What follows belongs to an exercise in optimizing a design on an open flow for small area; a production flow would make more cautious choices.
Where RTL was checked, it was by simulation tests only, not by an equivalence proof against the original.
Power and IR drop assume default switching activity.

==> run F <==
==> flow/design.v (excerpt) <==
module spi_display_controller_top (
    input   wire            mco,
    input   wire            rst_n,
    input   wire            SPI_CLK,
    input   wire            SPI_CS,
    input   wire            SPI_MOSI,
    input   wire            DC,
    input   wire    [ 5:0]  iModeSelectorPort,
    output  wire            oDispClockPort,
    output  wire            oDispHsyncPort,
    output  wire            oDispVsyncPort,
    output  wire            oDispDataEnablePort,
    output  wire            oDispDispPort,
    output  wire            oDispLedSHDNPort,
    output  wire    [17:0]  oSRAMAddrPort,
    output  wire    [23:0]  oSRAMDataPort,
    output  wire            oSRAMDataDrivePort,
    output  wire            oSRAMWriteEnablePort,
    output  wire            oSRAMOutputEnablePort
    );
==> flow/config.mk <==
export PLATFORM = sky130hd
export DESIGN_NAME = spi_display_controller_top
export DESIGN_NICKNAME = spi_display_controller_top
export VERILOG_FILES = /design/flow/design.v
export SDC_FILE = /design/flow/constraint.sdc
export NUM_CORES = 4
export LEC_CHECK = 0
export CAP_MARGIN = 5
export CORE_MARGIN = 2
export CORE_UTILIZATION = 65
export GPL_TIMING_DRIVEN = 0
export SLEW_MARGIN = 5
==> flow/constraint.sdc <==
create_clock -name core_clock -period 5.0 [get_ports {mco}]
set_input_delay 1.0000 -clock core_clock [delete_from_list [all_inputs] [get_ports {mco}]]
set_output_delay 1.0000 -clock core_clock [all_outputs]
set_load 0.01 [all_outputs]
standard.sh (not shown) runs the stock make flow with config.mk's settings and CLKGATE_MAP_FILE= SYNTH_SCRIPT=/design/flow/synth_recipe.tcl, a recipe that flattens the netlist after the stock synthesis.
==> flow/flow/run.sh <==
#!/bin/bash
# Layout flow: the standard synthesis, then its combinational logic
# re-mapped for area by ABC (the flip-flops and full adders, their names and cell types
# are kept as the standard synthesis made them), then the standard ORFS
# layout with a lighter clock tree (no dummy loads) and minimum-size port
# buffers. Each tool's output goes to its own log file in this folder.
set -euo pipefail
W=$(pwd)
R=$W/orfs/results/$FLOW_PLATFORM/spi_display_controller_top/base
LIB=$FLOW_HOME/platforms/$FLOW_PLATFORM/lib/sky130_fd_sc_hd__tt_025C_1v80.lib
YOSYS=yosys
[[ -x $FLOW_HOME/../tools/install/yosys/bin/yosys ]] && YOSYS=$FLOW_HOME/../tools/install/yosys/bin/yosys
export CTS_ARGS="-sink_clustering_enable -repair_clock_nets -dont_use_dummy_load -buf_list sky130_fd_sc_hd__clkbuf_8"
export BUFFER_PORTS_ARGS="-buffer_cell sky130_fd_sc_hd__buf_1"
export SKIP_REPAIR_TIE_FANOUT=1

bash standard.sh synth > synth_standard.log 2>&1
cp "$R/1_2_yosys.v" "$W/standard_netlist.v"
python3 flow/gen_models.py "$LIB" "$W/standard_netlist.v" "$W/comb_models.v" > gen_models.log 2>&1

DONT_USE=""
for c in sky130_fd_sc_hd__probe_p_8 sky130_fd_sc_hd__probec_p_8; do DONT_USE="$DONT_USE -dont_use $c"; done
for c in $(grep -o 'cell *( *"\?sky130_fd_sc_hd__lpflow_[a-z0-9_]*' "$LIB" | grep -o 'sky130_fd_sc_hd__lpflow_[a-z0-9_]*' | sort -u); do
  DONT_USE="$DONT_USE -dont_use $c"
done
cat > resynth.ys <<EOS
read_verilog $W/comb_models.v
read_liberty -lib -ignore_redef $LIB
read_verilog $W/standard_netlist.v
hierarchy -check -top $FLOW_TOP
flatten
delete t:\$scopeinfo
techmap
opt -fast
abc -liberty $LIB $DONT_USE -script $W/flow/area.abc
setundef -zero
splitnets
opt_clean -purge
hilomap -singleton -hicell sky130_fd_sc_hd__conb_1 HI -locell sky130_fd_sc_hd__conb_1 LO
opt_clean -purge
stat -liberty $LIB
write_verilog -noattr -noexpr -nohex -nodec $R/1_2_yosys.v
EOS
$YOSYS -s resynth.ys > resynth.log 2>&1

bash standard.sh synth > synth_odb.log 2>&1
bash standard.sh > layout.log 2>&1
==> flow/flow/gen_models.py <==
#!/usr/bin/env python3
"""Write Verilog models of the combinational cells a netlist uses, from
their liberty functions, so that Yosys can re-map that logic. Full-adder
cells get no model: they stay as the standard synthesis placed them.
usage: gen_models.py LIB NETLIST OUT"""
import re
import sys

lib, netlist, out = sys.argv[1:4]
txt = open(lib).read()
used = set(re.findall(r'^\s*(sky130_fd_sc_hd__\w+)\s+\S+\s*\(', open(netlist).read(), re.M))
parts = re.split(r'\n\s*cell\s*\(\s*"?([A-Za-z0-9_]+)"?\s*\)\s*\{', txt)
mods = []
for i in range(1, len(parts), 2):
    name, body = parts[i], parts[i + 1]
    if name not in used or name.startswith('sky130_fd_sc_hd__fa_'):
        continue
    if re.search(r'\b(ff|latch|statetable)\s*\(', body) or 'three_state' in body:
        continue
    ins, outs = [], []
    for pn, pb in re.findall(r'pin\s*\(\s*"?(\w+)"?\s*\)\s*\{(.*?)\n\s{8}\}', body, re.S):
        d = re.search(r'direction\s*:\s*"?(\w+)"?', pb)
        if not d:
            continue
        if d.group(1) == 'input':
            ins.append(pn)
        elif d.group(1) == 'output':
            f = re.search(r'function\s*:\s*"([^"]*)"', pb)
            outs.append((pn, f.group(1) if f else None))
    if not outs or any(f is None for _, f in outs):
        print('no model for', name)
        continue

    def conv(f):
        f = f.replace('!', '~')
        return re.sub(r'(\w|\))\s+(?=[\w~(])', r'\1 & ', f)

    s = 'module %s(%s);\n' % (name, ', '.join(ins + [o for o, _ in outs]))
    s += ''.join('  input %s;\n' % p for p in ins)
    s += ''.join('  output %s;\n  assign %s = %s;\n' % (o, o, conv(f)) for o, f in outs)
    mods.append(s + 'endmodule\n')
open(out, 'w').write(''.join(mods))
print('models:', len(mods), 'cells used:', len(used))
Other scripts of this flow, unchanged in this note and not shown: flow/flow/area.abc
==> run G: changes against run F <==
--- a/flow/design.v
+++ b/flow/design.v
@@ -71,11 +71,11 @@
     output  reg     [24:0]  o_row_addr,      
     output  wire            o_sram_clr_req,
     output  wire            o_sram_write_req,
     output  wire            o_sram_waddr_set_req,
     output  reg             o_dispOn,
-    output  reg     [ 7:0]  o_pwm_duty_n     
+    output  reg     [ 7:0]  o_pwm_duty
     );
     function [16:0] f_inc;           
         input [16:0] a;
         input        ci;
         integer i;
@@ -102,20 +102,20 @@
     always @(posedge i_clk) begin
         if (i_rst) begin
             r_inst <= I_NONE;
             o_col_addr <= 25'd0;
             o_row_addr <= 25'd0;
-            o_pwm_duty_n <= 8'd0;
+            o_pwm_duty <= 8'd255;
             o_dispOn <= 1'b0;
         end else begin
             if (i_slot) r_req <= 1'b0;
             if (w_cmd) begin
                 r_byte_cnt <= 2'd0;
                 case (i_spi_data)
                     8'h01: begin
                         r_inst <= I_RESET;
-                        o_pwm_duty_n <= 8'd0;
+                        o_pwm_duty <= 8'd255;
                         o_dispOn <= 1'b0;
                         r_req <= 1'b1;
                     end
                     8'h28: begin r_inst <= I_NONE;  o_dispOn <= 1'b0; end
                     8'h29: begin r_inst <= I_NONE;  o_dispOn <= 1'b1; end
@@ -135,11 +135,11 @@
                     I_RASET: begin
                         o_row_addr <= {o_row_addr[16:0], i_spi_data};
                         r_byte_cnt <= f_inc({15'd0, r_byte_cnt}, 1'b1);
                         if (r_byte_cnt == 2'd3) r_req <= 1'b1;
                     end
-                    I_PWMDS: o_pwm_duty_n <= ~i_spi_data;
+                    I_PWMDS: o_pwm_duty <= i_spi_data;
                     default: ;
                 endcase
             end
         end
     end
@@ -152,11 +152,11 @@
     assign o_sram_waddr_set_req = r_req & (r_inst == I_RASET);
 endmodule
 module pwm (
     input   wire            i_clk,
     input   wire            i_rst,
-    input   wire    [7:0]   i_duty_n,        
+    input   wire    [7:0]   i_duty,
     output  wire    [1:0]   o_phase,
     output  wire            o_pwm
 );
     function [16:0] f_inc;           
         input [16:0] a;
@@ -193,11 +193,11 @@
             for (i = 0; i < 8; i = i + 1)
                 lt = (~a[i] & b[i]) | (~(a[i] ^ b[i]) & lt);
             f_lt8 = lt;
         end
     endfunction
-    assign o_pwm = f_lt8(r_cnt[12:5], ~i_duty_n);
+    assign o_pwm = f_lt8(r_cnt[12:5], i_duty);
 endmodule
 module lcd_controller (
     input   wire            i_clk,
     input   wire            i_rst,
     input   wire    [1:0]   i_phase,
@@ -223,48 +223,35 @@
     endfunction
     assign o_DispDispPort       = 1'b1;
     assign o_DispDataEnablePort = 1'b0;
     assign o_DispClockPort      = i_phase[1];
     reg [ 9:0]  r_h;
-    reg         r_v_vis;         
-    reg [ 3:0]  r_v_blank;       
-    reg [11:0]  r_cnt_hi;
+    reg [ 8:0]  r_v;
     wire        w_h_end  = (r_h == 10'd530);
     wire        w_line   = (r_h == 10'd487);           
     wire        w_h_vis  = ~(r_h[9] | (&r_h[8:5]));        
-    wire        w_vis    = w_h_vis & r_v_vis;
+    wire        w_v_vis  = ~r_v[8] | ~(|r_v[7:4]);         
     always @(posedge i_clk) begin
         if (i_rst) begin
             r_h <= 10'd488;
-            r_v_vis <= 1'b0;
-            r_v_blank <= 4'd4;
-            r_cnt_hi <= 12'd0;
-        end else begin
-            if (i_phase == 2'b01) begin
-                r_h <= w_h_end ? 10'd0 : f_inc({7'd0, r_h}, 1'b1);
-                if (w_line) begin
-                    if (r_v_vis) begin
-                        if (r_cnt_hi == 12'd4080) begin
-                            r_v_vis <= 1'b0;
-                            r_v_blank <= 4'd0;
-                        end
-                    end else begin
-                        r_v_blank <= f_inc({13'd0, r_v_blank}, 1'b1);
-                        if (&r_v_blank) r_v_vis <= 1'b1;
-                        if (r_v_blank == 4'd3) r_cnt_hi <= 12'd0;
-                    end
-                end
-            end
-            if ((i_phase == 2'b10) & w_vis & (&r_h[4:0]))
-                r_cnt_hi <= f_inc({5'd0, r_cnt_hi}, 1'b1);
+            r_v <= 9'd276;
+        end else if (i_phase == 2'b01) begin
+            r_h <= w_h_end ? 10'd0 : f_inc({7'd0, r_h}, 1'b1);
+            if (w_line)
+                r_v <= (r_v == 9'd287) ? 9'd0 : f_inc({8'd0, r_v}, 1'b1);
         end
     end
-    wire [16:0] w_lo17 = f_inc({12'd0, r_h[4:0]}, ~i_phase[1]);
-    wire [4:0]  w_lo = w_lo17[4:0];
-    assign o_sram_raddr = {r_cnt_hi, w_vis ? w_lo : 5'd0};
+    wire [16:0] w_x17 = f_inc({8'd0, r_h[8:0]}, ~i_phase[1]);
+    wire [8:0]  w_x   = w_h_vis ? w_x17[8:0] :
+                        ((r_h <= 10'd487) ? 9'd480 : 9'd0);
+    wire        w_v_end = ~w_v_vis & (r_v <= 9'd275);
+    wire [8:0]  w_line_no = w_v_vis ? r_v : (w_v_end ? 9'd272 : 9'd0);
+    wire [8:0]  w_x_eff = w_v_vis ? w_x : 9'd0;
+    wire [12:0] w_hi = {w_line_no, w_x_eff[8:5]} - {4'd0, w_line_no};
+    assign o_sram_raddr = {w_hi[11:0], w_x_eff[4:0]};
     assign o_DispHsyncPort = ~(r_h == 10'd488);
-    assign o_DispVsyncPort = ~(~r_v_vis & (r_v_blank >= 4'd4) & (r_v_blank <= 4'd13));
+    assign o_DispVsyncPort = ~((r_v >= 9'd276) & (r_v <= 9'd285));
 endmodule
 module sram_controller (
     input   wire            i_clk,
     input   wire            i_rst,
     input   wire    [1:0]   i_phase,
@@ -414,11 +401,11 @@
     wire [24:0] w_row_addr;
     wire        w_sram_clr_req;
     wire        w_sram_write_req;
     wire        w_sram_waddr_set_req;
     wire        w_dispOn;
-    wire [ 7:0] w_pwm_duty_n;
+    wire [ 7:0] w_pwm_duty;
     wire [16:0] w_sram_raddr;
     synchronizer sync_reset_inst (
         .i_clk ( mco ),
         .i_sig ( rst_n ),
         .o_rst ( w_rst )
@@ -446,16 +433,16 @@
         .o_row_addr ( w_row_addr ),
         .o_sram_clr_req ( w_sram_clr_req ),
         .o_sram_write_req ( w_sram_write_req ),
         .o_sram_waddr_set_req ( w_sram_waddr_set_req ),
         .o_dispOn ( w_dispOn ),
-        .o_pwm_duty_n ( w_pwm_duty_n )
+        .o_pwm_duty ( w_pwm_duty )
     );
     pwm pwm_lcd_inst (
         .i_clk ( mco ),
         .i_rst ( w_rst ),
-        .i_duty_n ( w_pwm_duty_n ),
+        .i_duty ( w_pwm_duty ),
         .o_phase ( w_phase ),
         .o_pwm ( oDispLedSHDNPort )
     );
     lcd_controller lcd_controller_inst (
         .i_clk ( mco ),
--- a/flow/flow/run.sh
+++ b/flow/flow/run.sh
@@ -1,8 +1,8 @@
 #!/bin/bash
 # Layout flow: the standard synthesis, then its combinational logic
-# re-mapped for area by ABC (the flip-flops and full adders, their names and cell types
+# re-mapped for area by ABC (the flip-flops, their names and cell types
 # are kept as the standard synthesis made them), then the standard ORFS
 # layout with a lighter clock tree (no dummy loads) and minimum-size port
 # buffers. Each tool's output goes to its own log file in this folder.
 set -euo pipefail
 W=$(pwd)
@@ -10,11 +10,10 @@
 LIB=$FLOW_HOME/platforms/$FLOW_PLATFORM/lib/sky130_fd_sc_hd__tt_025C_1v80.lib
 YOSYS=yosys
 [[ -x $FLOW_HOME/../tools/install/yosys/bin/yosys ]] && YOSYS=$FLOW_HOME/../tools/install/yosys/bin/yosys
 export CTS_ARGS="-sink_clustering_enable -repair_clock_nets -dont_use_dummy_load -buf_list sky130_fd_sc_hd__clkbuf_8"
 export BUFFER_PORTS_ARGS="-buffer_cell sky130_fd_sc_hd__buf_1"
-export SKIP_REPAIR_TIE_FANOUT=1
 
 bash standard.sh synth > synth_standard.log 2>&1
 cp "$R/1_2_yosys.v" "$W/standard_netlist.v"
 python3 flow/gen_models.py "$LIB" "$W/standard_netlist.v" "$W/comb_models.v" > gen_models.log 2>&1
 
--- a/flow/flow/gen_models.py
+++ b/flow/flow/gen_models.py
@@ -1,9 +1,8 @@
 #!/usr/bin/env python3
 """Write Verilog models of the combinational cells a netlist uses, from
-their liberty functions, so that Yosys can re-map that logic. Full-adder
-cells get no model: they stay as the standard synthesis placed them.
+their liberty functions, so that Yosys can re-map that logic.
 usage: gen_models.py LIB NETLIST OUT"""
 import re
 import sys
 
 lib, netlist, out = sys.argv[1:4]
@@ -11,11 +10,11 @@
 used = set(re.findall(r'^\s*(sky130_fd_sc_hd__\w+)\s+\S+\s*\(', open(netlist).read(), re.M))
 parts = re.split(r'\n\s*cell\s*\(\s*"?([A-Za-z0-9_]+)"?\s*\)\s*\{', txt)
 mods = []
 for i in range(1, len(parts), 2):
     name, body = parts[i], parts[i + 1]
-    if name not in used or name.startswith('sky130_fd_sc_hd__fa_'):
+    if name not in used:
         continue
     if re.search(r'\b(ff|latch|statetable)\s*\(', body) or 'three_state' in body:
         continue
     ins, outs = [], []
     for pn, pb in re.findall(r'pin\s*\(\s*"?(\w+)"?\s*\)\s*\{(.*?)\n\s{8}\}', body, re.S):
Settings changed: CORE_UTILIZATION 65 to 40.
==> summary of the runs <==
Run G finished but fails on negative setup slack. Run F finished clean. Of run F and run G, run G has the higher non-clock buffer count (gap 41). Routed wire length: run F is lower than run G (15%). Final area: run G is larger than run F (about 11%). Against run G, the clock skew of run F is lower by 0.017 ns. Against run G, the total power of run F is higher by about 2.4%. Against run G, the maximum frequency of run F is larger by about 13%. Of run F and run G, run G has the higher die area (gap about 40%, measured against run G). Against run F, the sequential power of run G is lower by about 5%.
==> figures <==
metric	run G	run F
Run status	complete, but fails checks	complete, no violations
Violated checks	negative setup slack	-
Peak ir drop on the vdd network	176 uV	277 uV
Sequential Power	1.39 mW	1.46 mW
Stage delay of the slowest cell on the critical path	0.34 ns	0.48 ns
Non-CTS buffers	89	48
Worst-path clk slew	0.09 ns	0.07 ns
Cells after DPL	1076	941
Final Routed Wirelength	18500 um	15600 um
Setup-failing EPs final	7	0
Crit share post-route	105%	93.5%
Switching share of power	22.2%	21.3%
Final Non-Filler Cells	1132	958
Startpoint kind of the worst setup timing path	register	primary input
Setup repair after global routing missed its margin	yes	no
Final clock skew	0.0368 ns	0.0194 ns
DR WL met3	912 um	630 um
Clock net power	0.733 mW	0.729 mW
For run G, only the layout was checked, not whether the RTL still works.

-- port drivers added, routing unchanged --
The flow's constraints put no driver on any port. The routed layouts listed below were extracted and timed again, unchanged, in two steps.
Step 1: set_driving_cell puts a clkbuf_16 on mco and a buf_2 on each other input, an assumption about the parent block.
Step 2 times the ports against the registers' clock, not the clock port: input delays grow and output delays shrink by t, the midpoint of the rising clock arrivals with the driver on.
Slacks: ideal ports / drivers / drivers and shift; pairs: ideal ports / drivers.
run | shift t [ns] | setup slack, ns | worst setup path after step 2 | slew at the worst register clock pin (ns)
run F | 0.479 | 0.327 / 0.341 / -0.139 | input to register | 0.08 / 0.08
run G | 0.500 | -0.260 / -0.301 / 0.135 | input to register | 0.10 / 0.10
With both steps, setup timing fails in run F, where it was met with ideal ports. The setup slack of run F, which loses most, moves by +0.014 ns with the drivers and by -0.466 ns with both steps.
